Source: an optimization exercise on an open RTL-to-GDS flow (aim: small area, a short achievable clock period and few clock cycles per item). Production flows keep margins and buffers that such runs may drop.
The RTL was checked by simulation tests, not by an equivalence proof against the original design.
No activity file was given, so power comes from the tool's default toggle rates.

$ cat design/flow/config.mk
export PLATFORM = sky130hd
export DESIGN_NAME = muldiv
export DESIGN_NICKNAME = muldiv
export VERILOG_FILES = /design/flow/design.v
export SDC_FILE = /design/flow/constraint.sdc
export NUM_CORES = 4
export LEC_CHECK = 0
export CAP_MARGIN = 20
export CORE_MARGIN = 2
export CORE_UTILIZATION = 40
export CTS_BUF_LIST = sky130_fd_sc_hd__clkbuf_8
export PLACE_DENSITY = 0.6
export SETUP_SLACK_MARGIN = 1.0
export SLEW_MARGIN = 20
$ cat design/flow/constraint.sdc
create_clock -name core_clock -period 5.0 [get_ports {clk_i}]
set_input_delay 1.0000 -clock core_clock [delete_from_list [all_inputs] [get_ports {clk_i}]]
set_output_delay 1.0000 -clock core_clock [all_outputs]
set_load 0.01 [all_outputs]
$ cat design/flow/design.v
`timescale 1ns / 1ps
module muldiv#(parameter DATA_WIDTH = 32)
(
    input                         clk_i,
    input                         rst_i,
    input                         stall_i,
    input  [DATA_WIDTH-1 : 0]     a_i,
    input  [DATA_WIDTH-1 : 0]     b_i,
    input                         req_i,
    input  [ 2 : 0]               operation_sel_i,
    output reg [DATA_WIDTH-1 : 0] muldiv_result_o,
    output reg                    ready_o
);
function [31:0] prefix_or;
    input [31:0] x;
    integer l, k;
    begin
        prefix_or = x;
        for (l = 0; l < 5; l = l + 1)
            for (k = 0; k < 32; k = k + 1)
                if (k[l])
                    prefix_or[k] = prefix_or[k] | prefix_or[((k >> l) << l) - 1];
    end
endfunction
function [33:0] add33;
    input [32:0] x, y;
    input        ci;
    reg   [32:0] p, g, gg, pp, c;
    reg          g0;
    integer l, k;
    begin
        p  = x ^ y;
        g  = x & y;
        g0 = g[0] | (p[0] & ci);
        gg = g;
        pp = p;
        for (l = 0; l < 5; l = l + 1)
            for (k = 1; k < 33; k = k + 1)
                if ((k - 1) & (1 << l)) begin
                    gg[k] = gg[k] | (pp[k] & gg[(((k - 1) >> l) << l)]);
                    pp[k] = pp[k] & pp[(((k - 1) >> l) << l)];
                end
        c[0] = g0;
        for (k = 1; k < 33; k = k + 1)
            c[k] = gg[k] | (pp[k] & g0);
        add33 = {c[32], p ^ {c[31:0], ci}};
    end
endfunction
wire is_div   = operation_sel_i[2];
wire is_rem   = operation_sel_i[2] & operation_sel_i[1];
wire b_zero   = ~|b_i;
wire a_zero   = ~|a_i;
wire div_zero = is_div & b_zero;
wire a_signed = ~operation_sel_i[0] | (operation_sel_i == 3'b001);
wire b_signed = (operation_sel_i == 3'b000) | (operation_sel_i == 3'b001)
              | (operation_sel_i == 3'b100) | (operation_sel_i == 3'b110);
wire sa = a_i[31] & a_signed;
wire sb = b_i[31] & b_signed;
wire [31:0] ua    = sa ? -a_i : a_i;
reg  [15:0] v1; reg [15:0] e1;
reg  [7:0]  v2; reg [15:0] e2;
reg  [3:0]  v3; reg [11:0] e3;
reg  [1:0]  v4; reg [7:0]  e4;
reg  [4:0]  lead;
integer j;
always @(*) begin
    for (j = 0; j < 16; j = j + 1) begin
        v1[j] = ua[2*j+1] | ua[2*j];
        e1[j] = ua[2*j+1];
    end
    for (j = 0; j < 8; j = j + 1) begin
        v2[j]         = v1[2*j+1] | v1[2*j];
        e2[2*j+:2]    = v1[2*j+1] ? {1'b1, e1[2*j+1]} : {1'b0, e1[2*j]};
    end
    for (j = 0; j < 4; j = j + 1) begin
        v3[j]         = v2[2*j+1] | v2[2*j];
        e3[3*j+:3]    = v2[2*j+1] ? {1'b1, e2[4*j+2+:2]} : {1'b0, e2[4*j+:2]};
    end
    for (j = 0; j < 2; j = j + 1) begin
        v4[j]         = v3[2*j+1] | v3[2*j];
        e4[4*j+:4]    = v3[2*j+1] ? {1'b1, e3[6*j+3+:3]} : {1'b0, e3[6*j+:3]};
    end
    lead = v4[1] ? {1'b1, e4[7:4]} : {1'b0, e4[3:0]};
    if (div_zero) lead = 5'd31;
end
reg  [31:0] R, Q;
reg  [4:0]  cnt;
reg         busy, ps, nb;
reg         f_div, f_inv;
reg         f_selq, f_neg, f_mh;
wire start = req_i & ~busy & ~ready_o;
wire        inv  = sb ^ is_div;
wire [33:0] sum  = add33({R, f_div & nb}, {f_div, b_i ^ {32{f_inv}}}, f_inv);
wire        take  = f_div ? sum[33] : nb;
wire [31:0] R_nxt = take ? sum[31:0] : {R[30:0], nb};
wire        c_hi  = ~f_div & nb & sum[33];
wire        q_in  = f_div ? sum[33] : (nb ? sum[32] : R[31]);
wire [31:0] q_all = ~prefix_or(~{1'b1, Q[30:0]});
wire [31:0] Q_nxt = {Q[30:0] ^ ({31{c_hi}} & {q_all[29:0], 1'b1}), q_in};
wire [32:0] ua_sh = {ua, 1'b0};
wire        last  = (cnt == 5'd0);
wire        nz    = ~a_zero | div_zero;
always @(posedge clk_i)
begin
    ps <= stall_i;
    if (rst_i) begin
        busy    <= 1'b0;
        ready_o <= 1'b0;
    end else begin
        busy    <= (start & nz) | (busy & ~last);
        ready_o <= (start & ~nz) | (busy & last) | (ready_o & ps);
    end
    if (start) begin
        f_div  <= is_div;
        f_inv  <= inv;
        f_selq <= is_div ? ~is_rem : (operation_sel_i[1:0] != 2'b00);
        f_neg  <= is_rem ? sa : ((sa ^ sb) & ~div_zero);
        f_mh   <= ~is_div & (operation_sel_i[1:0] != 2'b00);
        R      <= 32'd0;
        Q      <= 32'd0;
        cnt    <= lead;
        nb     <= ~div_zero | ua[31];
    end else if (busy) begin
        R   <= R_nxt;
        Q   <= Q_nxt;
        cnt <= cnt - 5'd1;
        nb  <= ua_sh[cnt];
    end
end
wire [31:0] res_x = f_selq ? Q : R;
wire        r_nz  = f_mh & (|R);
wire [31:0] x_pre = prefix_or(res_x);
always @(*)
    muldiv_result_o = res_x ^ ({32{f_neg}} & ({x_pre[30:0], 1'b0} | {32{r_nz}}));
endmodule    
$ cat design/flow/flow/run.sh
#!/bin/bash
# The standard layout, with the ports buffered by sky130_fd_sc_hd__buf_2
# instead of the flow's default pick (a slow delay buffer).
set -e
bash standard.sh synth > synth.log 2>&1
bash standard.sh "BUFFER_PORTS_ARGS=-buffer_cell sky130_fd_sc_hd__buf_2" finish > layout.log 2>&1
$ cat design/flow/standard.sh
#!/bin/bash
# synth_recipe.tcl (not shown) runs the flow's synth.tcl, then flattens the netlist and writes it again
# the make line also repeats each setting of config.mk as NAME=value (left out here)
make -C /OpenROAD-flow-scripts/flow DESIGN_CONFIG=/design/flow/config.mk WORK_HOME=/design/flow/orfs CLKGATE_MAP_FILE= SYNTH_SCRIPT=/design/flow/synth_recipe.tcl "${@:-finish}"
==> results of run 1 <==
-- metrics by stage --
| stage | utilization (%) | worst slack (ns) | instances | area (um2) |
|---|---|---|---|---|
| 6_report | 47.0 | 0.985 | 1414 | 9480 |
| 5_1_grt | 47.0 | 0.842 | 1414 | 9480 |
| 4_1_cts | 46.7 | 0.955 | 1414 | 9410 |
| 3_5_place_dp | 44.4 | 0.611 | 1384 | 8960 |
| 3_3_place_gp | 44.4 | 0.662 | 1384 | 8960 |
| 2_1_floorplan | - | 1.19 | 1053 | 8220 |
-- layout make-up --
cell class,instances,share of cell area [%]
Inverter,27,1.07
Multi-Input combinational cell,888,66.8
Clock inverter,4,0.211
Sequential cell,78,17.9
Timing Repair Buffer,135,8.71
Clock buffer,12,1.74
Tap cell,270,3.56
-- critical path, delay by kind of cell (launching register included) --
| kind | cells | cell delay (ns) |
|---|---|---|
| AO/OA/AOI/OAI | 2 | 0.54 |
| buffers and inverters | 1 | 0.17 |
| flip-flops | 1 | 0.36 |
| XOR/XNOR | 1 | 0.23 |
| AND/OR/NAND/NOR | 6 | 1.32 |
-- cells by family (layout without fill, tap and decap cells) --
logic type	after synthesis	after routing	share of synthesized area (%)
and+or+nand+nor	355	355	22.4
adders and majority gates	37	37	5.72
muxes	43	43	5.84
DFF	78	78	20.3
AOI/OAI and AO/OA	304	304	25.3
xor gates and xnor gates	149	149	15.9
buffers and inverters	87	178	4.55
-- what timing repair did --
| action | in CTS | in global routing |
|---|---|---|
| pin swaps | 11 | 3 |
| setup endpoints to repair | 21 | 31 |
| gates resized for setup | 28 | 16 |
| setup buffers | 12 | 0 |
| cloned | 2 | 0 |
-- cells in the mapped netlist, drive strengths merged, types with 12 or more instances --
cell type  instances
a21o              14
o21ai             87
o31ai             14
dfxtp             67
nor2              70
nor4              20
xor2              90
ha                36
nand3             37
nor3              28
buf               15
nand2            104
a22o              17
mux2i             30
xnor2             59
a21oi             57
a31oi             19
inv               26
and3              22
nand4             25
o211ai            12
clkbuf            43
-- where the power goes --
| group | total (mW) | switching (mW) | internal (mW) |
|---|---|---|---|
| sequential | 0.944 | 0.190 | 0.754 |
| clock | 0.471 | 0.253 | 0.218 |
| combinational | 1.72 | 0.978 | 0.744 |
-- routing by layer --
metal | vias to the layer above | GRT usage, %
li1 | 4088 | -
met1 | 3875 | 31.0
met2 | 273 | 40.9
met3 | 47 | 2.20
met4 | 0 | 8.89
met5 | - | 0
-- worst min path at each step --
stage,startpoint,endpoint,slack (ns),cells after the start
after floorplan,Q[31]$_SDFFE_PP0P_,Q[31]$_SDFFE_PP0P_,0.42,2
after global placement,Q[31]$_SDFFE_PP0P_,Q[31]$_SDFFE_PP0P_,0.44,2
after detailed placement,Q[31]$_SDFFE_PP0P_,Q[31]$_SDFFE_PP0P_,0.45,2
after CTS,Q[31]$_SDFFE_PP0P_,Q[31]$_SDFFE_PP0P_,0.47,2
after global routing,Q[31]$_SDFFE_PP0P_,Q[31]$_SDFFE_PP0P_,0.49,2
final,Q[31]$_SDFFE_PP0P_,Q[31]$_SDFFE_PP0P_,0.47,2
==> summary.md, run 1 <==
| Metric | Value |
|---|---|
| First-pass GRT wire length | roughly 41 mm |
| Final Hold Viols | 0 |
| CP peak stage delay | 0.53 ns |
| Fraction of registers with async set/reset | 0% |
| WP data arrival | roughly 3.0 ns |
| Yosys Warn Count | 1 |
| Pre-antenna DRT Iters | 5 |
| DRT iter0 DRCs | ~380 |
| Worst-path cell chain | or4_4 -> nor3_2 -> nand4_1 -> o21ai_2 -> nand3_4 -> nor3_4 -> nand4_4 -> o41ai_4 -> xor2_2 -> buf_2 |
| Setup repair after global routing missed its margin | true |
| Worst IR drop on VDD | about 0.15 mV |
| Pin count of the biggest net entering global routing | 52 |
| Most common cell after layout, fill and taps aside | nand2_1 |
| DRC errors left | 0 |
| Synth top area share | between 10% and 20% |
| P_leak | between 3 and 4 nW |
| Setup TNS | 0 ns |
| HPWL Detailed | just under 20 mm |
| RD Place Congestion | 0.940 |
| Initial Util | between 40% and 50% |
| Final WL | between 20 and 30 mm |
| FP Rows | 52 |
| Clock root buffer | clkbuf_8 |
| CTS buffer count | 9 |
| Highest Signal Layer | met4 |
| Skew final | approximately 0.012 ns |
| # fillers | slightly above 2000 |
| CP max stage cell | or4_4 |
| Main synth FF type | dfxtp_1 |
| WL/cell | between 15 and 20 um |
| Die X | 147 um |
| CTS tree | built |
| Fin Hold WS | approximately 0.47 ns |
| Crit path required time | about 4.0 ns |
| IO Pins | around 100 |
| Placeable Area | 20200 um2 |
| Highest-count cells in the layout ignoring fill and taps | 104 x nand2_1, 103 x buf_2, 89 x xor2_1 |
| Largest cells by area after synthesis | dfxtp_1 16%, xor2_1 9.6%, xnor2_1 6.3%, ha_1 5.5%, o21ai_0 4.7% |
| Routed wire length on met3 | around 1.3 mm |
| Worst R2R Setup Slack | 1.29 ns |
| Share of post-route cells with drive strength above 1 | approximately a fifth |
| Vias per cell | 5.86 |
| DR vias | between 8000 and 9000 |
| Reg-to-reg startpoint | f_inv$_DFFE_PP_ |
| Max cap viols | 0 |
| Final setup viols | 0 |
| Antenna violations before repair | 0 |
| Storage element area | 1690 um2 |
| Clock sinks | roughly 80 |
| # diodes | 0 |
| Leading area contributor after synthesis | dfxtp_1 |
| Tot Pwr | 3.14 mW |
| Final Max Slew Viols | 0 |
| Nets | 1247 |
| Met2 wire length | between 10 and 15 mm |
| Die H | between 100 and 150 um |
| Worst-path clk slew | roughly 0.080 ns |
| Crit start category | flop |
| Skew-Pair Late Insertion Delay | 0.38 ns |
| Critical path capture point type | output pin |
| Slew HR | about 29% |
| Crit path from | R[10]$_SDFFE_PP0P_ |
| Reg2reg path depth | 12 |
| Syn Inst Count | about 1100 |
| Vias in the first global route | about 7700 |
| Area Growth Syn to Fin | 15.3% |
| Worst Path Max Fanout | 5 |
| Clock buffer depth | 2 |
| Slew at the pin closest to its max-slew limit | between 1 and 1.5 ns |
| Multi-input logic area | roughly 6300 um2 |
| Post-synth EDFFs | 11 |
| Setup crit end | muldiv_result_o[31] |
| Period utilization | 80.3% |
| Power per Cell Area | 331 nW/um2 |
| Metal1 wirelength | approximately 11 mm |
| Total GRT Usage | between 20% and 30% |
| Fin crit period | ~4 ns |
| Mapped Area | just over 8000 um2 |
| Top Registers | Q x32, R x32, cnt x5 |
| Grt ovf | 0 |
| Syn Area/Cell | around 7.8 um2 |
| Net Count, Synth | 1161 |
| HP Class | flop to flop |
| Yosys reg bits | between 70 and 80 |
| Seq/Total Area, Yosys | about a fifth |
| Post-CTS Hold Buffers | 0 |
| Setup CP Type | flop to output pin |
| Synth cell types | 94 |
| FF-to-FF End | Q[20]$_SDFFE_PP0P_ |
| Detail Route Antenna Nets | 0 |
| H-tree Lvls | 3 |
| Full die area | around 22000 um2 |
| Port Buf Inserts | 103 |
| Outcome | timing/DRC/antenna clean |
| Peak Freq | approximately 250 MHz |
Testbench counts, summed over its fixed seeds: cycles 35,912, ops 2,048.
==> inputs of run 2 (changes only) <==
--- a/design/flow/config.mk
+++ b/design/flow/config.mk
@@ -7,2 +7,3 @@
 export LEC_CHECK = 0
+export ABC_AREA = 1
 export CAP_MARGIN = 20
==> summary.md, run 2 <==
| Metric | Value |
|---|---|
| Net Count, Synth | 1708 (+47%) |
| Syn Inst Count | 1600 (+52%) |
| Final Max Slew Viols | 0 (unchanged) |
| Top Registers | Q x32, R x32, cnt x5 |
| Initial Util | 40.9% (+0.18 points) |
| # fillers | 2497 (+21%) |
| Vias in the first global route | 9335 (+21%) |
| HPWL Detailed | 22.1 mm (+15%) |
| Dpl ws | 1.01 ns (+0.396 ns) |
| Outcome | timing/DRC/antenna clean |
| CTS buffer count | 9 (unchanged) |
| Skew-Pair Late Insertion Delay | 0.37 ns (about the same) |
| Final Hold Viols | 0 (unchanged) |
| HP Class | flop to flop |
| Fraction of registers with async set/reset | 0% (unchanged) |
| Fin Hold WS | 0.454 ns (-0.0122 ns) |
| Worst IR drop on VDD | 0.133 mV (-12%) |
| Share of post-route cells with drive strength above 1 | 12.3% (-7.4 points) |
| Crit path required time | 4.00 ns (about the same) |
| WP data arrival | 2.69 ns (-0.32 ns) |
| Yosys reg bits | 78 (unchanged) |
| Placed insts | 1950 (+41%) |
| Seq/Total Area, Yosys | 18.0% (-2.4 points) |
| IO Pins | 104 (unchanged) |
| DR vias | 10300 (+24%) |
| WL/cell | 14.4 um (-22%) |
| Largest cells by area after synthesis | nand2_1 20%, dfxtp_1 14%, nand3_1 9.9%, inv_1 7.5%, xor2_1 7.2% |
| DRT iter0 DRCs | 823 (+120%) |
| Final WS setup | 1.31 ns (+0.330 ns) |
| Period utilization | 73.7% (-6.6 points) |
| Post-synth EDFFs | 11 (unchanged) |
| Leading area contributor after synthesis | nand2_1 |
| CP peak stage delay | 0.52 ns (about the same) |
| Mapped Area | 9300 um2 (+13%) |
| Highest-count cells in the layout ignoring fill and taps | 491 x nand2_1, 188 x inv_1, 183 x nand3_1 |
| Clock buffer depth | 2 (unchanged) |
| Clock root buffer | clkbuf_8 |
| Most common cell after layout, fill and taps aside | nand2_1 |
| Antenna violations before repair | 0 (unchanged) |
| Post-CTS Hold Buffers | 0 (unchanged) |
| Pre-antenna DRT Iters | 5 (unchanged) |
| Synth cell types | 51 (-46%) |
| Area Growth Syn to Fin | 9.62% |
| Worst-path clk slew | 0.09 ns (about the same) |
| Skew final | 0.0145 ns (+0.00226 ns) |
| Die X | 156 um (+6.2%) |
| Peak Freq | 271 MHz (+9.0%) |
| P_leak | 4.97 nW (+31%) |
| Die H | 156 um (+6.2%) |
| Synth top area share | 19.9% (+3.5 points) |
| Storage element area | 1670 um2 (-1.3%) |
| Final setup viols | 0 (unchanged) |
| Fin area | 10200 um2 (+7.5%) |
| Vias per cell | 5.24 (-11%) |
| Full die area | 24500 um2 (+13%) |
| FP Rows | 55 (+5.8%) |
| Total GRT Usage | 23.6% (-0.15 points) |
| Pin count of the biggest net entering global routing | 65 (+25%) |
| CP max stage cell | edfxtp_1 |
| Syn Area/Cell | 5.81 um2 (-26%) |
| Main synth FF type | dfxtp_1 |
| Post-DP Area | 9970 um2 (+11%) |
| Critical path capture point type | output pin |
| Grt ovf | 0 (unchanged) |
| Final WL | 28.3 mm (+9.3%) |
| Setup CP Type | flop to output pin |
| CTS tree | built |
| Detail Route Antenna Nets | 0 (unchanged) |
| H-tree Lvls | 3 (unchanged) |
| Setup repair after global routing missed its margin | false |
| # diodes | 0 (unchanged) |
| Setup TNS | 0 ns (unchanged) |
| RD Place Congestion | 0.904 (-3.8%) |
| DRC errors left | 0 (unchanged) |
| Yosys Warn Count | 1 (unchanged) |
| Worst-path cell chain | buf_4 -> nand2_1 -> o21ai_0 -> inv_1 -> nand2_1 -> nor2_2 -> nand2_2 -> nor2_8 -> nand3_4 -> nor2_4 -> buf_12 -> nand2_2 -> nand2_2 -> nand2_1 -> nand2_1 -> nand2_1 -> nand2_1 -> buf_2 |
| Slew at the pin closest to its max-slew limit | 0.758 ns (-0.309 ns) |
| Max cap viols | 0 (unchanged) |
| Final cell count without fillers | 1969 (+39%) |
| Worst Path Max Fanout | 11 (+6) |
| Power per Cell Area | 267 nW/um2 (-19%) |
| Multi-input logic area | 6570 um2 (+3.7%) |
| Nets | 1787 (+43%) |
| Placeable Area | 22700 um2 (+13%) |
| Slew HR | 49.4% (+21 points) |
| Clock sinks | 78 (unchanged) |
| Port Buf Inserts | 103 (unchanged) |
| Most numerous cell in the Yosys netlist | nand2_1 |
| First-pass GRT wire length | 46.8 mm (+13%) |
| Crit start category | flop |
| Fin crit period | 3.69 ns (-0.330 ns) |
| Most frequent CP cell | nand2_1 |
| Synth top cells by count | 492 x nand2_1, 185 x inv_1, 183 x nand3_1 |
## run 2: cell count changes after synthesis, moves of 22 or more
cell / change
xnor2_1: -42
clkbuf_1: -23
o21ai_0: -22
inv_1: +160
a21oi_1: +29
mux2i_1: -30
nand2_1: +388
nand3_1: +148
nor2_1: +91
## run 2: cells by family after synthesis
kind of cell    Yosys count  synth area share [%]
xor+xnor                 93                  8.76
buf+inv                 250                  11.5
simple gates            953                  45.2
fa+ha+maj                37                  5.06
flops                    78                  18.0
compound gates          189                  11.5
## run 2: cell type report
cell class / instances / area share [%]
flip-flops and latches: 78 / 16.4
clock buffers: 9 / 1.22
multi-input cells: 1272 / 64.4
well taps: 285 / 3.50
inverters: 199 / 7.40
repair buffers: 119 / 6.43
clock inverters: 7 / 0.589
## run 2: timing repair
action,4_1_cts,5_1_grt
gates resized for setup,0,4
setup endpoints to repair,3,44
hold endpoints to repair,0,0
setup buffers,2,1
pin swaps,0,1
## run 2: worst paths after layout
path / from / end / slack, ns / cells past startpoint
max: f_selq$_DFFE_PP_ / muldiv_result_o[25] / 1.31 / 18
min: Q[26]$_SDFFE_PP0P_ / Q[26]$_SDFFE_PP0P_ / 0.45 / 2
max reg2reg: f_inv$_DFFE_PP_ / R[24]$_SDFFE_PP0P_ / 1.49 / 15
min reg2reg: Q[26]$_SDFFE_PP0P_ / Q[26]$_SDFFE_PP0P_ / 0.45 / 2
## run 2: per-layer routing
| metal | part of all wire (%) | vias to the layer above | global-route usage [%] |
|---|---|---|---|
| met5 | 0 | - | 0 |
| met1 | 50 | 4712 | 35.3 |
| li1 | - | 5305 | - |
| met3 | 6.1 | 23 | 2.35 |
| met2 | 43 | 269 | 36.8 |
| met4 | 0.92 | 0 | 4.59 |
## run 2: worst max-delay path, delay by kind of cell, from the launching register on
family / cells / cell delay (ns)
DFF: 1 / 0.52
buffers and inverters: 4 / 0.60
AOI/OAI and AO/OA: 1 / 0.12
and+or+nand+nor: 13 / 1.07
## run 2: power by group
part           switching, mW  internal, mW
Clock                  0.250         0.225
Sequential             0.130         0.709
Combinational          0.900         0.503
Total                   1.28          1.44
## run 2: per-stage QoR
stage / power (mW) / util [%]
floorplan: 1.86 / -
global placement: 2.22 / 43.8
detailed placement: 2.24 / 43.9
CTS: 2.72 / 44.8
global route: 2.95 / 44.9
finish: 2.72 / 44.9
==> inputs of run 3 (changes only) <==
--- a/design/flow/config.mk
+++ b/design/flow/config.mk
@@ -7,3 +7,2 @@
 export LEC_CHECK = 0
-export ABC_AREA = 1
 export CAP_MARGIN = 20
@@ -13,3 +12,3 @@
 export PLACE_DENSITY = 0.6
-export SETUP_SLACK_MARGIN = 1.0
+export SETUP_SLACK_MARGIN = 1.3
 export SLEW_MARGIN = 20
==> summary.md, run 3 <==
| Metric | Value |
|---|---|
| Outcome | timing/DRC/antenna clean |
| Post-CTS Hold Buffers | 0 (unchanged) |
| Setup repair after global routing missed its margin | true |
| CP peak stage delay | 0.54 ns (+0.02 ns) |
| Internal power | 1.81 mW (+26%) |
| Highest-count cells in the layout ignoring fill and taps | 99 x buf_2, 98 x nand2_1, 85 x xor2_1 |
| Largest cells by area after synthesis | dfxtp_1 16%, xor2_1 9.6%, xnor2_1 6.3%, ha_1 5.5%, o21ai_0 4.7% |
| Final Max Slew Viols | 0 (unchanged) |
| H-tree Lvls | 3 (unchanged) |
| DRT iter0 DRCs | 502 (-39%) |
| # fillers | 2006 (-20%) |
| Port Buf Inserts | 103 (unchanged) |
| Setup TNS | 0 ns (unchanged) |
| Fin crit period | 4.21 ns (+0.529 ns) |
| Sw power | 1.47 mW (+15%) |
| CP delay by family, top | simple AND/OR/NAND/NOR gates |
| Slew HR | 36.0% (-13 points) |
| HPWL Detailed | 19.4 mm (-12%) |
| Nets | 1275 (-29%) |
| Clock sinks | 78 (unchanged) |
| Synth cell types | 94 (+84%) |
| Share of post-route cells with drive strength above 1 | 24.5% (+12 points) |
| Vias per cell | 5.87 (+12%) |
| Setup CP Type | flop to output pin |
| Placeable Area | 20200 um2 (-11%) |
| First-pass GRT wire length | 41.5 mm (-11%) |
| Seq pwr share | 28.7% (-2.2 points) |
| Most frequent CP cell | nor3_4 |
| DR vias | 8460 (-18%) |
| Final Hold Viols | 0 (unchanged) |
| Synth top area share | 16.3% (-3.5 points) |
| Synth top cells by count | 104 x nand2_1, 90 x xor2_1, 78 x o21ai_0 |
| Full die area | 21700 um2 (-11%) |
| Fin area | 9950 um2 (-2.4%) |
| Most common cell after layout, fill and taps aside | buf_2 |
| CTS tree | built |
| Final WS setup | 0.786 ns (-0.529 ns) |
| Fin Hold WS | 0.475 ns (+0.0209 ns) |
| Crit start category | flop |
| Post-DP Area | 8990 um2 (-9.8%) |
| Detail Route Antenna Nets | 0 (unchanged) |
| Slew at the pin closest to its max-slew limit | 0.958 ns (+0.200 ns) |
| Die H | 147 um (-5.8%) |
| Sw Ratio | 44.8% (-2.3 points) |
| Yosys reg bits | 78 (unchanged) |
| Gate power share | 55.2% (+3.6 points) |
| Clock buffer depth | 2 (unchanged) |
| Initial Util | 40.8% (-0.18 points) |
| Dpl ws | 0.680 ns (-0.327 ns) |
| Critical path capture point type | output pin |
| Yosys Warn Count | 1 (unchanged) |
| RD Place Congestion | 0.914 (+1.1%) |
| Worst-path cell chain | or4_4 -> nor3_4 -> nand4_1 -> o21ai_2 -> nand3_4 -> nor3_4 -> nand4_4 -> o41ai_4 -> xor2_2 -> buf_2 |
| Post-synth EDFFs | 11 (unchanged) |
| DRC errors left | 0 (unchanged) |
| Worst IR drop on VDD | 0.143 mV (+7.5%) |
| Clock group share of total power | 16.0% (-1.5 points) |
| Final setup viols | 0 (unchanged) |
| Most numerous cell in the Yosys netlist | nand2_1 |
| Main synth FF type | dfxtp_1 |
| WP data arrival | 3.21 ns (+0.52 ns) |
| Power per Cell Area | 329 nW/um2 (+24%) |
| Die X | 147 um (-5.8%) |
| IO Pins | 104 (unchanged) |
| Clock root buffer | clkbuf_8 |
| Bufs and invs on worst path | 1 (-3) |
| Vias in the first global route | 7706 (-17%) |
| Fraction of registers with async set/reset | 0% (unchanged) |
| Pre-antenna DRT Iters | 5 (unchanged) |
| Grt ovf | 0 (unchanged) |
| Top Registers | Q x32, R x32, cnt x5 |
| Seq/Total Area, Yosys | 20.3% (+2.4 points) |
| Area Growth Syn to Fin | 21.0% |
| Final WL | 26.6 mm (-6.1%) |
| # diodes | 0 (unchanged) |
| Syn Inst Count | 1053 (-34%) |
| Leading area contributor after synthesis | dfxtp_1 |
| WL/cell | 18.5 um (+28%) |
| Antenna violations before repair | 0 (unchanged) |
| HP Class | flop to flop |
| Worst Path Max Fanout | 3 (-8) |
| Worst-path clk slew | 0.09 ns (about the same) |
| Skew-Pair Late Insertion Delay | 0.38 ns (about the same) |
| Max cap viols | 0 (unchanged) |
| Skew final | 0.0101 ns (-0.00443 ns) |
| CP max stage cell | or4_4 |
| Pin count of the biggest net entering global routing | 52 (-20%) |
| FP Rows | 52 (-5.5%) |
| Crit path required time | 4.00 ns (about the same) |
| Syn Area/Cell | 7.81 um2 (+34%) |
| Storage element area | 1690 um2 (+0.90%) |
| Net Count, Synth | 1161 (-32%) |
| Peak Freq | 237 MHz (-13%) |
| Mapped Area | 8220 um2 (-12%) |
| Total GRT Usage | 23.7% (+0.096 points) |
| P_leak | 4.01 nW (-19%) |
| Multi-input logic area | 6600 um2 (+0.48%) |
| CTS buffer count | 9 (unchanged) |
| Period utilization | 84.3% (+11 points) |
## run 3: area by class of cell
| cell class | instances | area share (%) |
|---|---|---|
| Clock inverter | 3 | 0.415 |
| Sequential cell | 78 | 17.0 |
| Clock buffer | 12 | 1.66 |
| Tap cell | 270 | 3.40 |
| Inverter | 27 | 1.02 |
| Multi-Input combinational cell | 888 | 66.3 |
| Timing Repair Buffer | 163 | 10.2 |
## run 3: final timing paths
check	start	end	slack, ns	cells after the start
min reg2reg	Q[31]$_SDFFE_PP0P_	Q[31]$_SDFFE_PP0P_	0.47	2
max reg2reg	f_inv$_DFFE_PP_	Q[31]$_SDFFE_PP0P_	1.35	14
min	Q[31]$_SDFFE_PP0P_	Q[31]$_SDFFE_PP0P_	0.47	2
max	R[17]$_SDFFE_PP0P_	muldiv_result_o[31]	0.79	10
## run 3: metrics by stage
stage	total power, mW	instances	util (%)
2_1_floorplan	2.06	1053	-
3_3_place_gp	2.56	1387	44.6
3_5_place_dp	2.56	1387	44.6
4_1_cts	3.17	1420	47.2
5_1_grt	3.50	1441	49.3
6_report	3.28	1441	49.3
## run 3: power by group through the flow
| stage | logic [mW] | clock network (mW) | registers (mW) |
|---|---|---|---|
| 3_5_place_dp | 1.60 | 0 | 0.953 |
| 2_1_floorplan | 1.21 | 0 | 0.853 |
| 4_1_cts | 1.70 | 0.530 | 0.935 |
| 5_1_grt | 1.99 | 0.557 | 0.955 |
| 3_3_place_gp | 1.60 | 0 | 0.955 |
| 6_report | 1.81 | 0.526 | 0.941 |
## run 3: per-layer routing
layer / global-route usage (%) / part of all wire [%] / wire length (um)
met1: 31.4 / 45 / 11900
met2: 41.1 / 49 / 13100
met3: 2.33 / 4.5 / 1200
met4: 6.78 / 1.8 / 471
met5: 0 / 0 / 0
## run 3: tightest hold or removal path, cell delays in order, from the launching register on
cell and delay, ns:
dfxtp_1 0.34, nand2_1 0.05, o21ai_0 0.06
## run 3: logic make-up (layout without fill, tap and decap cells)
kind of cell / Yosys count / count (layout) / share of synthesized area (%)
simple gates: 355 / 355 / 22.4
fa+ha+maj: 37 / 37 / 5.72
buf+inv: 87 / 205 / 4.55
flops: 78 / 78 / 20.3
xor+xnor: 149 / 149 / 15.9
mux: 43 / 43 / 5.84
compound gates: 304 / 304 / 25.3
## run 3: timing repair
item	CTS	global route
setup buffers	18	19
gates cloned	0	2
gates resized for setup	46	62
hold endpoints to repair	0	0
endpoints found under the setup margin	83	59
pin swaps	21	42
==> inputs of run 4 (changes only) <==
--- a/design/flow/config.mk
+++ b/design/flow/config.mk
@@ -12,3 +12,3 @@
 export PLACE_DENSITY = 0.6
-export SETUP_SLACK_MARGIN = 1.3
+export SETUP_SLACK_MARGIN = 0.7
 export SLEW_MARGIN = 20
==> summary.md, run 4 <==
| Metric | Value |
|---|---|
| Met3 GRT Util | 2.08% (-0.25 points) |
| Skew final | 0.0117 ns (+0.00167 ns) |
| Highest-count cells in the layout ignoring fill and taps | 104 x nand2_1, 103 x buf_2, 89 x xor2_1 |
| First-pass GRT wire length | 40.7 mm (-2.0%) |
| Setup TNS | 0 ns (unchanged) |
| Skew-Pair Late Insertion Delay | 0.39 ns (about the same) |
| DRC errors left | 0 (unchanged) |
| Reg-to-reg startpoint | f_inv$_DFFE_PP_ |
| Share of post-route cells with drive strength above 1 | 18.2% (-6.3 points) |
| Critical path capture point type | output pin |
| Area Growth Syn to Fin | 13.3% |
| Post-DP Area | 8960 um2 (-0.31%) |
| # diodes | 0 (unchanged) |
| Tot Pwr | 3.09 mW (-5.8%) |
| Synth top cells by count | 104 x nand2_1, 90 x xor2_1, 78 x o21ai_0 |
| Vias per cell | 5.83 (-0.64%) |
| # fillers | 2073 (+3.3%) |
| Post-synth EDFFs | 11 (unchanged) |
| Setup repair after global routing missed its margin | false |
| WP data arrival | 3.17 ns (-0.04 ns) |
| Final setup viols | 0 (unchanged) |
| Total GRT Usage | 23.4% (-0.33 points) |
| Gr busiest metal | met2 |
| Period utilization | 83.4% (-0.88 points) |
| Most common cell after layout, fill and taps aside | nand2_1 |
| FP Rows | 52 (unchanged) |
| Power per Cell Area | 331 nW/um2 (+0.60%) |
| Multi-input logic area | 6280 um2 (-4.9%) |
| CP max stage cell | or4_1 |
| Largest cells by area after synthesis | dfxtp_1 16%, xor2_1 9.6%, xnor2_1 6.3%, ha_1 5.5%, o21ai_0 4.7% |
| Yosys reg bits | 78 (unchanged) |
| Post-CTS Hold Buffers | 0 (unchanged) |
| Mapped Area | 8220 um2 (unchanged) |
| Fin crit period | 4.17 ns (-0.0439 ns) |
| FF-to-FF End | R[22]$_SDFFE_PP0P_ |
| Fraction of registers with async set/reset | 0% (unchanged) |
| Worst-path cell chain | or4_1 -> nor2_2 -> nand4_1 -> o21ai_4 -> nand3_4 -> nor3_4 -> nand4_4 -> o41ai_4 -> xor2_2 -> buf_2 |
| CTS buffer count | 9 (unchanged) |
| Detail Route Antenna Nets | 0 (unchanged) |
| HPWL Detailed | 19.3 mm (-0.91%) |
| Slew at the pin closest to its max-slew limit | 0.990 ns (+0.0323 ns) |
| Leading area contributor after synthesis | dfxtp_1 |
| Fin area | 9320 um2 (-6.4%) |
| P_leak | 3.72 nW (-7.2%) |
| Synth top area share | 16.3% (unchanged) |
| Full die area | 21700 um2 (unchanged) |
| Fin Hold WS | 0.465 ns (-0.00935 ns) |
| Worst Path Max Fanout | 5 (+2) |
| Clock sinks | 78 (unchanged) |
| Nets | 1239 (-2.8%) |
| Most numerous cell in the Yosys netlist | nand2_1 |
| H-tree Lvls | 3 (unchanged) |
| CTS tree | built |
| Worst R2R Setup Slack | 1.15 ns (-0.20 ns) |
| Storage element area | 1680 um2 (-0.44%) |
| Antenna violations before repair | 0 (unchanged) |
| Clock buffer depth | 2 (unchanged) |
| Synth cell types | 94 (unchanged) |
| Main synth FF type | dfxtp_1 |
| Slew HR | 34.0% (-2.0 points) |
| Placed insts | 1384 (-0.22%) |
| Initial Util | 40.8% (unchanged) |
| Final cell count without fillers | 1406 (-2.4%) |
| Setup CP Type | flop to output pin |
| Pin count of the biggest net entering global routing | 52 (unchanged) |
| Outcome | timing/DRC/antenna clean |
| Met1 usage | 30.5% (-0.90 points) |
| Clock root buffer | clkbuf_8 |
| RD Place Congestion | 0.940 (+2.9%) |
| Vias in the first global route | 7616 (-1.2%) |
| IO Pins | 104 (unchanged) |
| Port Buf Inserts | 103 (unchanged) |
| Peak Freq | 240 MHz (+1.1%) |
| Final Hold Viols | 0 (unchanged) |
| Die X | 147 um (unchanged) |
| Final WS setup | 0.830 ns (+0.0439 ns) |
| Seq/Total Area, Yosys | 20.3% (unchanged) |
| Grt ovf | 0 (unchanged) |
| Crit path required time | 4.00 ns (about the same) |
| Reg2reg path depth | 11 (-3) |
| Syn Area/Cell | 7.81 um2 (unchanged) |
| Worst-path clk slew | 0.08 ns (about the same) |
| Worst IR drop on VDD | 0.132 mV (-7.7%) |
| Syn Inst Count | 1053 (unchanged) |
| Crit start category | flop |
| Hold Path End | Q[31]$_SDFFE_PP0P_ |
| Met2 Usage GRT | 40.7% (-0.35 points) |
| Final Max Slew Viols | 0 (unchanged) |
| Final WL | 25.7 mm (-3.6%) |
| WL/cell | 18.3 um (-1.2%) |
| Die H | 147 um (unchanged) |
| Top Registers | Q x32, R x32, cnt x5 |
| Max cap viols | 0 (unchanged) |
| Hold_sp | Q[31]$_SDFFE_PP0P_ |
| HP Class | flop to flop |
| Placeable Area | 20200 um2 (unchanged) |
| Net Count, Synth | 1161 (unchanged) |
| Dpl ws | 0.611 ns (-0.0690 ns) |
| CP peak stage delay | 0.53 ns (about the same) |
| DRT iter0 DRCs | 428 (-15%) |
| Yosys Warn Count | 1 (unchanged) |
| Post-layout util | 46.2% (-3.1 points) |
| DR vias | 8202 (-3.0%) |
| Pre-antenna DRT Iters | 5 (unchanged) |
| Cell depth of the worst hold path | 2 (unchanged) |
## run 4: cell counts after synthesis
Identical to the previous run, type by type.
## run 4: metal layers
| metal | wire length, um | vias to the layer above |
|---|---|---|
| met3 | 1230 | 36 |
| met2 | 12400 | 268 |
| met1 | 11400 | 3828 |
| met5 | 0 | - |
| met4 | 621 | 0 |
| li1 | - | 4070 |
## run 4: worst max-delay path by stage
stage	cells after the start	startpoint	to	slack (ns)
2_1_floorplan	12	b_i[2]	Q[16]$_SDFFE_PP0P_	1.19
3_3_place_gp	10	R[10]$_SDFFE_PP0P_	muldiv_result_o[31]	0.66
3_5_place_dp	10	R[10]$_SDFFE_PP0P_	muldiv_result_o[31]	0.61
4_1_cts	10	R[10]$_SDFFE_PP0P_	muldiv_result_o[31]	0.61
5_1_grt	10	R[10]$_SDFFE_PP0P_	muldiv_result_o[31]	0.66
6_report	10	R[24]$_SDFFE_PP0P_	muldiv_result_o[31]	0.83
## run 4: cells by family (layout without fill, tap and decap cells)
kind of cell | count (synthesis) | after routing | share of synthesized area [%]
simple gates | 355 | 355 | 22.4
compound gates | 304 | 304 | 25.3
xor+xnor | 149 | 149 | 15.9
buf+inv | 87 | 170 | 4.55
flops | 78 | 78 | 20.3
mux | 43 | 43 | 5.84
fa+ha+maj | 37 | 37 | 5.72
## run 4: report_power, final
group	total [mW]	switching [mW]	internal, mW
clock network	0.473	0.255	0.218
registers	0.948	0.199	0.749
logic	1.67	0.952	0.714
## run 4: worst max-delay path: cells and delay by family, from the launching register on
kind | cells | cell delay, ns
flip-flops | 1 | 0.37
XOR/XNOR | 1 | 0.24
AND/OR/NAND/NOR | 6 | 1.43
buffers and inverters | 1 | 0.17
AO/OA/AOI/OAI | 2 | 0.56
## run 4: what timing repair did
| item | 4_1_cts | 5_1_grt |
|---|---|---|
| cloned | 1 | 0 |
| resized for setup | 7 | 15 |
| buffers inserted | 2 | 3 |
| pin swaps | 2 | 7 |
| setup endpoints to repair | 7 | 7 |
## run 4: cell type report
class | count | area share (%)
clock inverter | 4 | 0.215
inverter | 27 | 1.09
tap | 270 | 3.63
sequential | 78 | 18.0
clock buffer | 12 | 1.77
multi-input combinational | 888 | 67.4
timing repair buffer | 127 | 7.87
==> inputs of run 5 (changes only) <==
--- a/design/flow/config.mk
+++ b/design/flow/config.mk
@@ -7,2 +7,3 @@
 export LEC_CHECK = 0
+export ABC_AREA = 1
 export CAP_MARGIN = 20
@@ -12,3 +13,3 @@
 export PLACE_DENSITY = 0.6
-export SETUP_SLACK_MARGIN = 0.7
+export SETUP_SLACK_MARGIN = 1.4
 export SLEW_MARGIN = 20
==> summary.md, run 5 <==
| Metric | Value |
|---|---|
| Highest-count cells in the layout ignoring fill and taps | 489 x nand2_1, 186 x inv_1, 183 x nand3_1 |
| Slew HR | 48.6% (+15 points) |
| Net Count, Synth | 1708 (+47%) |
| RD Place Congestion | 0.904 (-3.8%) |
| Share of post-route cells with drive strength above 1 | 14.6% (-3.6 points) |
| Syn Area/Cell | 5.81 um2 (-26%) |
| Crit path from | f_selq$_DFFE_PP_ |
| Largest cells by area after synthesis | nand2_1 20%, dfxtp_1 14%, nand3_1 9.9%, inv_1 7.5%, xor2_1 7.2% |
| Top Registers | Q x32, R x32, cnt x5 |
| Critical path capture point type | output pin |
| Clock buffer depth | 2 (unchanged) |
| HP Class | flop to flop |
| Post-synth EDFFs | 11 (unchanged) |
| Tot Pwr | 2.79 mW (-9.5%) |
| Pin count of the biggest net entering global routing | 65 (+25%) |
| Post-CTS Hold Buffers | 0 (unchanged) |
| P_leak | 5.11 nW (+37%) |
| Setup TNS | 0 ns (unchanged) |
| Initial Util | 40.9% (+0.18 points) |
| Detail Route Antenna Nets | 0 (unchanged) |
| Total GRT Usage | 23.7% (+0.29 points) |
| Vias per cell | 5.25 (-10%) |
| Port Buf Inserts | 103 (unchanged) |
| Placeable Area | 22700 um2 (+13%) |
| Outcome | timing/DRC/antenna clean |
| Synth cell types | 51 (-46%) |
| Synth top cells by count | 492 x nand2_1, 185 x inv_1, 183 x nand3_1 |
| Peak Freq | 280 MHz (+17%) |
| Most frequent CP cell | nand2_1 |
| DRC errors left | 0 (unchanged) |
| Leading area contributor after synthesis | nand2_1 |
| HPWL Detailed | 22.1 mm (+15%) |
| Yosys Warn Count | 1 (unchanged) |
| Antenna violations before repair | 0 (unchanged) |
| Worst-path cell chain | buf_6 -> buf_12 -> nand2_1 -> o21ai_4 -> nand2_1 -> nor2_2 -> nand2_4 -> nor2_8 -> nand3_4 -> nor2_4 -> buf_6 -> clkbuf_16 -> nand3_1 -> nand2_1 -> xor2_1 -> buf_2 |
| Setup CP Type | flop to output pin |
| Reg-to-reg startpoint | f_inv$_DFFE_PP_ |
| Most numerous cell in the Yosys netlist | nand2_1 |
| Skew-Pair Late Insertion Delay | 0.38 ns (about the same) |
| Final Max Slew Viols | 0 (unchanged) |
| Seq/Total Area, Yosys | 18.0% (-2.4 points) |
| Fraction of registers with async set/reset | 0% (unchanged) |
| Final WL | 28.8 mm (+12%) |
| Slew at the pin closest to its max-slew limit | 0.771 ns (-0.220 ns) |
| Full die area | 24500 um2 (+13%) |
| H-tree Lvls | 3 (unchanged) |
| Crit path required time | 4.00 ns (about the same) |
| Yosys reg bits | 78 (unchanged) |
| Die X | 156 um (+6.2%) |
| Clock root buffer | clkbuf_8 |
| Die H | 156 um (+6.2%) |
| Period utilization | 71.5% (-12 points) |
| Final Hold Viols | 0 (unchanged) |
| FP Rows | 55 (+5.8%) |
| Power per Cell Area | 265 nW/um2 (-20%) |
| Syn Inst Count | 1600 (+52%) |
| Vias in the first global route | 9361 (+23%) |
| CP max stage cell | edfxtp_1 |
| WP data arrival | 2.57 ns (-0.60 ns) |
| CTS buffer count | 9 (unchanged) |
| Worst-path clk slew | 0.09 ns (about the same) |
| Pre-antenna DRT Iters | 5 (unchanged) |
| Final setup viols | 0 (unchanged) |
| Synth top area share | 19.9% (+3.5 points) |
| Worst IR drop on VDD | 0.135 mV (+2.3%) |
| First-pass GRT wire length | 46.9 mm (+15%) |
| Most common cell after layout, fill and taps aside | nand2_1 |
| CTS tree | built |
| # fillers | 2435 (+17%) |
| Clock sinks | 78 (unchanged) |
| Fin Hold WS | 0.454 ns (-0.0112 ns) |
| Worst Path Max Fanout | 23 (+18) |
| Mapped Area | 9300 um2 (+13%) |
| Grt ovf | 0 (unchanged) |
| IO Pins | 104 (unchanged) |
| DR vias | 10400 (+27%) |
| Post-layout util | 46.5% (+0.27 points) |
| Hold_sp | Q[26]$_SDFFE_PP0P_ |
| Max cap viols | 0 (unchanged) |
| Main synth FF type | dfxtp_1 |
| Setup repair after global routing missed its margin | true |
| Area Growth Syn to Fin | 13.5% |
| Crit start category | flop |
| WL/cell | 14.5 um (-21%) |
| CP delay by family, top | simple AND/OR/NAND/NOR gates |
| Skew final | 0.0151 ns (+0.00331 ns) |
| # diodes | 0 (unchanged) |
| Fin crit period | 3.57 ns (-0.596 ns) |
| DRT iter0 DRCs | 831 (+94%) |
| CP peak stage delay | 0.37 ns (-0.16 ns) |
| Bufs and invs on worst path | 5 (+4) |
| Nets | 1806 (+46%) |
[run 5: cell count changes after synthesis, moves of 15 or more]
cell      change
a21oi_1      +29
a22o_1       -17
a31oi_1      -15
and3_1       -20
clkbuf_1     -23
inv_1       +160
mux2i_1      -30
nand2_1     +388
nand2_2      +17
nand3_1     +148
nor2_1       +91
o21ai_0      -22
xnor2_1      -42
[run 5: per-stage QoR]
stage	area (um2)	setup WS, ns	std cells
global route	10600	1.28	1988
CTS	10200	1.34	1972
floorplan	9300	1.86	1600
detailed placement	9970	1.01	1950
global placement	9950	0.922	1949
finish	10600	1.43	1988
[run 5: logic make-up after synthesis]
kind of cell	after synthesis	synth area share (%)
compound gates	189	11.5
fa+ha+maj	37	5.06
xor+xnor	93	8.76
simple gates	953	45.2
buf+inv	250	11.5
flops	78	18.0
[run 5: area by class of cell]
class	instances	area [um2]	area share, %
clock buffer	9	124	1.17
clock inverter	7	60.1	0.569
timing repair buffer	138	852	8.08
sequential	78	1680	16.0
tap	285	357	3.38
inverter	199	757	7.18
multi-input combinational	1272	6720	63.7
[run 5: worst register-to-register path: stages (launching register included)]
cell and delay (ns):
edfxtp_1 0.34, buf_6 0.34, xor2_1 0.28, ha_1 0.32
a21oi_1 0.26, o21ai_0 0.21, nand3_1 0.12, nand2_1 0.05
nor2_1 0.18, nand2_4 0.16, nand2_2 0.16, nand2_8 0.18
inv_6 0.29, nand2_1 0.09, nand3_1 0.09, a21oi_1 0.07
[run 5: repair_timing]
action / 4_1_cts / 5_1_grt
pin swaps: 3 / 12
gates cloned: 0 / 1
setup endpoints to repair: 54 / 54
hold endpoints to repair: 0 / 0
buffers inserted: 6 / 15
resized for setup: 9 / 52
[run 5: layer usage]
layer | up-vias | GRT usage (%) | part of all wire [%] | wire, um
met5 | - | 0 | 0 | 0
met1 | 4790 | 35.2 | 50 | 14500
met2 | 277 | 36.9 | 43 | 12400
met4 | 0 | 4.63 | 1.1 | 312
li1 | 5351 | - | - | -
met3 | 24 | 2.77 | 5.6 | 1620
[run 5: report_power, final]
| group | internal, mW | total, mW | leakage [nW] | switching [mW] |
|---|---|---|---|---|
| logic | 0.539 | 1.46 | 4.34 | 0.926 |
| clock network | 0.225 | 0.479 | 0.107 | 0.254 |
| registers | 0.712 | 0.849 | 0.654 | 0.137 |
| total | 1.48 | 2.79 | 5.11 | 1.32 |
[run 5: final timing paths]
| kind | cells after the start | to | slack (ns) |
|---|---|---|---|
| max reg2reg | 15 | R[28]$_SDFFE_PP0P_ | 1.73 |
| min reg2reg | 2 | Q[26]$_SDFFE_PP0P_ | 0.45 |
| min | 2 | Q[26]$_SDFFE_PP0P_ | 0.45 |
| max | 16 | muldiv_result_o[18] | 1.43 |
==> inputs of run 6 (changes only) <==
--- a/design/flow/config.mk
+++ b/design/flow/config.mk
@@ -7,9 +7,8 @@
 export LEC_CHECK = 0
-export ABC_AREA = 1
 export CAP_MARGIN = 20
 export CORE_MARGIN = 2
-export CORE_UTILIZATION = 40
+export CORE_UTILIZATION = 50
 export CTS_BUF_LIST = sky130_fd_sc_hd__clkbuf_8
-export PLACE_DENSITY = 0.6
-export SETUP_SLACK_MARGIN = 1.4
+export PLACE_DENSITY = 0.7
+export SETUP_SLACK_MARGIN = 1.0
 export SLEW_MARGIN = 20
==> summary.md, run 6 <==
| Metric | Value |
|---|---|
| H-tree Lvls | 3 (unchanged) |
| Antenna violations before repair | 0 (unchanged) |
| Highest-count cells in the layout ignoring fill and taps | 104 x nand2_1, 103 x buf_2, 89 x xor2_1 |
| Grt ovf | 0 (unchanged) |
| DRT iter0 DRCs | 788 (-5.2%) |
| Nets | 1250 (-31%) |
| Worst-path clk slew | 0.08 ns (about the same) |
| Placed insts | 1331 (-32%) |
| CP max stage cell | or4_4 |
| Setup TNS | 0 ns (unchanged) |
| Fin Hold WS | 0.468 ns (+0.0137 ns) |
| Slew at the pin closest to its max-slew limit | 0.977 ns (+0.206 ns) |
| Clock sinks | 78 (unchanged) |
| CP delay by family, top | simple AND/OR/NAND/NOR gates |
| Final Hold Viols | 0 (unchanged) |
| Skew final | 0.0114 ns (-0.00361 ns) |
| Most common cell after layout, fill and taps aside | nand2_1 |
| Pin count of the biggest net entering global routing | 52 (-20%) |
| Final setup viols | 0 (unchanged) |
| Tot Pwr | 3.16 mW (+13%) |
| Post-layout util | 58.5% (+12 points) |
| Stages on the worst setup path | 10 (-6) |
| Largest cells by area after synthesis | dfxtp_1 16%, xor2_1 9.6%, xnor2_1 6.3%, ha_1 5.5%, o21ai_0 4.7% |
| IO Pins | 104 (unchanged) |
| CP peak stage delay | 0.54 ns (+0.17 ns) |
| Yosys reg bits | 78 (unchanged) |
| Dpl ws | 0.831 ns (-0.176 ns) |
| Synth top area share | 16.3% (-3.5 points) |
| Reg2reg path depth | 13 (-2) |
| Fin area | 9370 um2 (-11%) |
| Power per Cell Area | 338 nW/um2 (+27%) |
| Setup CP Type | flop to output pin |
| Initial Util | 51.4% (+10 points) |
| Final Max Slew Viols | 0 (unchanged) |
| Seq/Total Area, Yosys | 20.3% (+2.4 points) |
| Highest Signal Layer | met4 |
| Final WS setup | 0.958 ns (-0.467 ns) |
| Area Growth Syn to Fin | 14.0% |
| Net Count, Synth | 1161 (-32%) |
| # fillers | 1518 (-38%) |
| Post-DP Area | 8890 um2 (-11%) |
| Synth cell types | 94 (+84%) |
| DR vias | 8531 (-18%) |
| Worst IR drop on VDD | 0.167 mV (+24%) |
| Outcome | timing/DRC/antenna clean |
| Placeable Area | 16000 um2 (-30%) |
| CTS tree | built |
| Leading area contributor after synthesis | dfxtp_1 |
| Max cap viols | 0 (unchanged) |
| WP data arrival | 3.04 ns (+0.47 ns) |
| Peak Freq | 247 MHz (-12%) |
| Crit start category | flop |
| Final cell count without fillers | 1362 (-31%) |
| Crit path required time | 4.00 ns (about the same) |
| HP Class | flop to flop |
| Routed wire length on met3 | 1.93 mm (+19%) |
| Skew-Pair Late Insertion Delay | 0.38 ns (about the same) |
| Worst Path Max Fanout | 5 (-78%) |
| Clock root buffer | clkbuf_8 |
| Detail Route Antenna Nets | 0 (unchanged) |
| HPWL Detailed | 18.9 mm (-15%) |
| Bufs and invs on worst path | 1 (-4) |
| Die X | 132 um (-15%) |
| P_leak | 3.75 nW (-26%) |
| Metal1 wirelength | 11.1 mm (-23%) |
| Critical path capture point type | output pin |
| Mapped Area | 8220 um2 (-12%) |
| Period utilization | 80.8% (+9.3 points) |
| Fin crit period | 4.04 ns (+0.467 ns) |
| Post-synth EDFFs | 11 (unchanged) |
| RD Place Congestion | 0.904 (about the same) |
| Main synth FF type | dfxtp_1 |
| Die H | 132 um (-15%) |
| Fraction of registers with async set/reset | 0% (unchanged) |
| WL/cell | 18.3 um (+26%) |
| Top Registers | Q x32, R x32, cnt x5 |
| Syn Inst Count | 1053 (-34%) |
| Port Buf Inserts | 103 (unchanged) |
| Pre-antenna DRT Iters | 5 (unchanged) |
| Setup repair after global routing missed its margin | true |
| Synth top cells by count | 104 x nand2_1, 90 x xor2_1, 78 x o21ai_0 |
| FP Rows | 46 (-16%) |
| # diodes | 0 (unchanged) |
| Slew HR | 34.9% (-14 points) |
| Share of post-route cells with drive strength above 1 | 19.9% (+5.3 points) |
| Yosys Warn Count | 1 (unchanged) |
| Clock buffer depth | 2 (unchanged) |
| Met2 wire length | 11.0 mm (-12%) |
| Vias in the first global route | 7548 (-19%) |
| Vias per cell | 6.26 (+19%) |
| Most numerous cell in the Yosys netlist | nand2_1 |
| Total GRT Usage | 27.4% (+3.7 points) |
| DRC errors left | 0 (unchanged) |
| Full die area | 17500 um2 (-29%) |
| Syn Area/Cell | 7.81 um2 (+34%) |
| CTS buffer count | 9 (unchanged) |
| First-pass GRT wire length | 39.4 mm (-16%) |
| Final WL | 24.9 mm (-13%) |
| Cell depth of the worst hold path | 2 (unchanged) |
| Worst-path cell chain | or4_4 -> nor2_4 -> nand4_1 -> o21ai_2 -> nand3_4 -> nor3_4 -> nand4_4 -> o41ai_2 -> xor2_1 -> buf_2 |
==> run 6: kinds of logic after synthesis <==
| kind of cell | count (synthesis) | synth area share, % |
|---|---|---|
| DFF | 78 | 20.3 |
| muxes | 43 | 5.84 |
| AOI/OAI and AO/OA | 304 | 25.3 |
| and+or+nand+nor | 355 | 22.4 |
| xor gates and xnor gates | 149 | 15.9 |
| adders and majority gates | 37 | 5.72 |
| buffers and inverters | 87 | 4.55 |
==> run 6: what timing repair did <==
item                       CTS  global route
buffers inserted             8             8
pin swaps                    8             8
hold buffers                 0             0
resized for setup           15            28
setup endpoints to repair   21            11
==> run 6: power by group <==
group	total, mW	internal (mW)	switching (mW)
sequential	0.960	0.749	0.211
clock	0.503	0.254	0.250
combinational	1.70	0.743	0.956
total	3.16	1.75	1.42
==> run 6: worst reg2reg max path, cell delays in order, from the launching register on <==
cell and delay [ns]:
edfxtp_1 0.45, buf_4 0.23, xor2_1 0.16, ha_1 0.34, a21oi_1 0.09, o21a_1 0.22
a211oi_4 0.32, o2111ai_2 0.25, a211o_1 0.43, a2111oi_4 0.36, buf_4 0.29, nand4_1 0.14
xnor2_1 0.15, a22o_1 0.18
==> run 6: path summary, 6_finish.rpt <==
check	from	slack, ns	end
worst max register to register	f_inv$_DFFE_PP_	1.30	Q[28]$_SDFFE_PP0P_
worst max-delay path	R[19]$_SDFFE_PP0P_	0.96	muldiv_result_o[31]
worst min-delay path	Q[31]$_SDFFE_PP0P_	0.47	Q[31]$_SDFFE_PP0P_
worst min register to register	Q[31]$_SDFFE_PP0P_	0.47	Q[31]$_SDFFE_PP0P_
==> run 6: cell type report <==
type,count,area (um2),share of cell area (%)
Multi-Input combinational cell,888,6330,67.5
Sequential cell,78,1680,18.0
Timing Repair Buffer,138,790,8.43
Tap cell,216,270,2.88
Clock buffer,11,151,1.62
Inverter,27,101,1.08
Clock inverter,4,47.5,0.508
==> run 6: per-layer routing <==
layer | track usage [%] | vias up
li1 | - | 4101
met1 | 38.3 | 3995
met2 | 42.4 | 370
met3 | 4.27 | 65
met4 | 10.9 | 0
met5 | 0 | -
==> inputs of run 7 (changes only) <==
==> design/flow/flow/run.sh (replaced) <==
#!/bin/bash
# The standard layout, with the ports buffered by sky130_fd_sc_hd__buf_1
# instead of the flow's default pick (a slow delay buffer).
set -e
bash standard.sh synth > synth.log 2>&1
bash standard.sh "BUFFER_PORTS_ARGS=-buffer_cell sky130_fd_sc_hd__buf_1" finish > layout.log 2>&1
--- a/design/flow/config.mk
+++ b/design/flow/config.mk
@@ -9,5 +9,5 @@
 export CORE_MARGIN = 2
-export CORE_UTILIZATION = 50
+export CORE_UTILIZATION = 40
 export CTS_BUF_LIST = sky130_fd_sc_hd__clkbuf_8
-export PLACE_DENSITY = 0.7
+export PLACE_DENSITY = 0.6
 export SETUP_SLACK_MARGIN = 1.0
==> summary.md, run 7 <==
| Metric | Value |
|---|---|
| Worst R2R Setup Slack | 1.26 ns (-0.04 ns) |
| Grt ovf | 0 (unchanged) |
| IO Pins | 104 (unchanged) |
| FP Rows | 52 (+13%) |
| Clock buffer depth | 2 (unchanged) |
| DRC errors left | 0 (unchanged) |
| FF-to-FF End | Q[21]$_SDFFE_PP0P_ |
| First-pass GRT wire length | 42.3 mm (+7.3%) |
| Synth cell types | 94 (unchanged) |
| Synth top cells by count | 104 x nand2_1, 90 x xor2_1, 78 x o21ai_0 |
| DR vias | 8276 (-3.0%) |
| HPWL Detailed | 19.3 mm (+2.4%) |
| Post-DP Area | 8820 um2 (-0.80%) |
| Syn Inst Count | 1053 (unchanged) |
| Skew final | 0.0120 ns (+0.000544 ns) |
| Peak Freq | 248 MHz (+0.19%) |
| Leading area contributor after synthesis | dfxtp_1 |
| Setup TNS | 0 ns (unchanged) |
| Cell depth of the worst hold path | 2 (unchanged) |
| CP peak stage delay | 0.53 ns (about the same) |
| Clock sinks | 78 (unchanged) |
| Worst-path clk slew | 0.09 ns (about the same) |
| Die X | 147 um (+11%) |
| Yosys Warn Count | 1 (unchanged) |
| # diodes | 0 (unchanged) |
| Most frequent CP cell | o21ai_2 |
| Crit start category | flop |
| Syn Area/Cell | 7.81 um2 (unchanged) |
| Setup CP Type | flop to output pin |
| WL/cell | 18.7 um (+2.2%) |
| CTS buffer count | 9 (unchanged) |
| Slew at the pin closest to its max-slew limit | 1.15 ns (+0.172 ns) |
| Post-CTS Hold Buffers | 0 (unchanged) |
| Period utilization | 80.7% (-0.15 points) |
| Final WL | 26.5 mm (+6.3%) |
| Clock root buffer | clkbuf_8 |
| Max cap viols | 0 (unchanged) |
| Nets | 1250 (unchanged) |
| Largest cells by area after synthesis | dfxtp_1 16%, xor2_1 9.6%, xnor2_1 6.3%, ha_1 5.5%, o21ai_0 4.7% |
| Fraction of registers with async set/reset | 0% (unchanged) |
| CTS tree | built |
| Seq/Total Area, Yosys | 20.3% (unchanged) |
| Synth top area share | 16.3% (unchanged) |
| WP data arrival | 3.03 ns (about the same) |
| Top Registers | Q x32, R x32, cnt x5 |
| Highest-count cells in the layout ignoring fill and taps | 103 x nand2_1, 95 x buf_1, 90 x xor2_1 |
| Final Max Slew Viols | 0 (unchanged) |
| Storage element area | 1690 um2 (+0.37%) |
| CP delay by family, top | simple AND/OR/NAND/NOR gates |
| Total GRT Usage | 24.3% (-3.1 points) |
| Full die area | 21700 um2 (+24%) |
| Worst Path Max Fanout | 5 (unchanged) |
| HP Class | flop to flop |
| Crit path required time | 4.00 ns (about the same) |
| Main synth FF type | dfxtp_1 |
| Fin area | 9460 um2 (+0.99%) |
| Antenna violations before repair | 0 (unchanged) |
| Worst IR drop on VDD | 0.150 mV (-10%) |
| Final setup viols | 0 (unchanged) |
| Skew-Pair Late Insertion Delay | 0.39 ns (about the same) |
| Reg-to-reg startpoint | f_inv$_DFFE_PP_ |
| Stages on the worst setup path | 11 (+1) |
| Hold Path End | Q[31]$_SDFFE_PP0P_ |
| Yosys reg bits | 78 (unchanged) |
| Detail Route Antenna Nets | 0 (unchanged) |
| Final Hold Viols | 0 (unchanged) |
| Pre-antenna DRT Iters | 5 (unchanged) |
| Critical path capture point type | output pin |
| Outcome | timing/DRC/antenna clean |
| CP max stage cell | or4_4 |
| Placeable Area | 20200 um2 (+26%) |
| # fillers | 2061 (+36%) |
| Mapped Area | 8220 um2 (unchanged) |
| Vias in the first global route | 7766 (+2.9%) |
| Net Count, Synth | 1161 (unchanged) |
| RD Place Congestion | 0.919 (+1.7%) |
| Die H | 147 um (+11%) |
| Pin count of the biggest net entering global routing | 52 (unchanged) |
| Most numerous cell in the Yosys netlist | nand2_1 |
| Reg2reg path depth | 12 (-1) |
| Most common cell after layout, fill and taps aside | nand2_1 |
| Initial Util | 40.8% (-11 points) |
| Fin crit period | 4.03 ns (-0.00767 ns) |
| Bufs and invs on worst path | 2 (+1) |
| Worst-path cell chain | or4_4 -> nor3_2 -> nand4_1 -> o21ai_2 -> nand3_4 -> nor3_4 -> nand4_4 -> buf_4 -> o21ai_2 -> xnor2_2 -> buf_2 |
| Share of post-route cells with drive strength above 1 | 11.9% (-8.0 points) |
| DRT iter0 DRCs | 513 (-35%) |
| Area Growth Syn to Fin | 15.1% |
| Power per Cell Area | 345 nW/um2 (+2.3%) |
| Slew HR | 23.4% (-11 points) |
| Setup repair after global routing missed its margin | true |
| Post-synth EDFFs | 11 (unchanged) |
| Hold_sp | Q[31]$_SDFFE_PP0P_ |
| Tot Pwr | 3.27 mW (+3.3%) |
| H-tree Lvls | 3 (unchanged) |
| P_leak | 3.57 nW (-4.9%) |
| Vias per cell | 5.84 (-6.8%) |
| Port Buf Inserts | 103 (unchanged) |
| Multi-input logic area | 6360 um2 (+0.49%) |
run 7: cell types whose count changed in the layout (fill, tap and decap cells not counted), sizes merged:
cell / before / now
clkinv: 3 / 2
buf: 138 / 135
inv: 27 / 28
bufbuf: 0 / 2
bufinv: 1 / 3
run 7: per-stage QoR:
step	worst slack (ns)	utilization, %	instances	hold slack, ns
global placement	0.725	43.7	1382	0.441
detailed placement	0.684	43.7	1382	0.443
global route	0.835	46.9	1417	0.525
CTS	1.00	45.9	1406	0.464
floorplan	1.19	-	1053	0.425
finish	0.966	46.9	1417	0.472
run 7: metal layers:
metal	global-route usage (%)	share of wire, %	wire length, um
met3	2.24	5.5	1450
met5	0	0	0
met1	31.6	44	11600
met4	8.99	2.5	664
met2	41.9	48	12800
run 7: what timing repair did:
item,CTS,global route
endpoints found under the setup margin,22,60
pin swaps,11,15
resized for setup,24,40
setup buffers,6,11
gates cloned,2,0
run 7: worst max-delay path by stage:
stage	from	end
floorplan	b_i[2]	Q[16]$_SDFFE_PP0P_
global placement	R[10]$_SDFFE_PP0P_	muldiv_result_o[31]
detailed placement	a_i[1]	cnt[1]$_DFFE_PP_
CTS	R[29]$_SDFFE_PP0P_	muldiv_result_o[31]
global route	R[10]$_SDFFE_PP0P_	muldiv_result_o[31]
finish	R[10]$_SDFFE_PP0P_	muldiv_result_o[29]
run 7: final cells by class:
| cell class | instances | share of cell area [%] |
|---|---|---|
| Multi-Input combinational cell | 888 | 67.2 |
| Sequential cell | 78 | 17.8 |
| Timing Repair Buffer | 138 | 7.78 |
| Tap cell | 270 | 3.57 |
| Clock buffer | 10 | 1.45 |
| Clock inverter | 6 | 1.08 |
| Inverter | 27 | 1.07 |
run 7: power breakdown:
part	total (mW)	leakage, nW	internal (mW)	switching [mW]
logic	1.70	2.79	0.730	0.972
clock network	0.610	0.129	0.341	0.269
registers	0.954	0.654	0.752	0.202
total	3.27	3.57	1.82	1.44
run 7: worst min-delay path: stages (launching register included):
cell and delay (ns):
dfxtp_1 0.34, nand2_1 0.05, o21ai_0 0.06
run 7: cell families (layout without fill, tap and decap cells):
logic type,after synthesis,count (layout),synth area share (%)
and+or+nand+nor,355,355,22.4
AOI/OAI and AO/OA,304,304,25.3
xor gates and xnor gates,149,149,15.9
buffers and inverters,87,181,4.55
DFF,78,78,20.3
muxes,43,43,5.84
adders and majority gates,37,37,5.72

==> re-timing with driven ports <==
The results above use ideal ports. As a check the final layouts listed here were re-extracted and re-timed, cells and wires unchanged. Step 1 sets driving cells, clkbuf_16 on the clock port and buf_2 on the other inputs (assumed; they add their load-dependent delay and slew). Step 2 adds t to the input delays and takes it off the output delays; t is the mean of the earliest and latest rising clock arrival at the registers after step 1. Input paths then give back, and output paths get back, about the clock's delay inside the block. Slacks: ideal ports / drivers / drivers and shift; pairs: ideal ports / drivers.
run	t, ns	setup WS [ns]	worst setup path at the end	worst slew at a driven data input, ns
run 1	0.416	0.985 / 0.947 / 0.808	input to register	0.04
run 2	0.405	1.315 / 1.277 / 1.135	input to register	0.03
run 3	0.419	0.786 / 0.746 / 0.890	input to register	0.04
run 4	0.418	0.830 / 0.793 / 0.780	input to register	0.04
run 5	0.412	1.425 / 1.386 / 1.307	input to register	0.03
run 6	0.411	0.958 / 0.924 / 0.842	input to register	0.03
run 7	0.420	0.966 / 0.928 / 0.801	input to register	0.04
After both steps setup and hold are still met in every run listed. The setup slack of run 2, which loses most, moves by -0.038 ns with the drivers and by -0.180 ns with both steps.
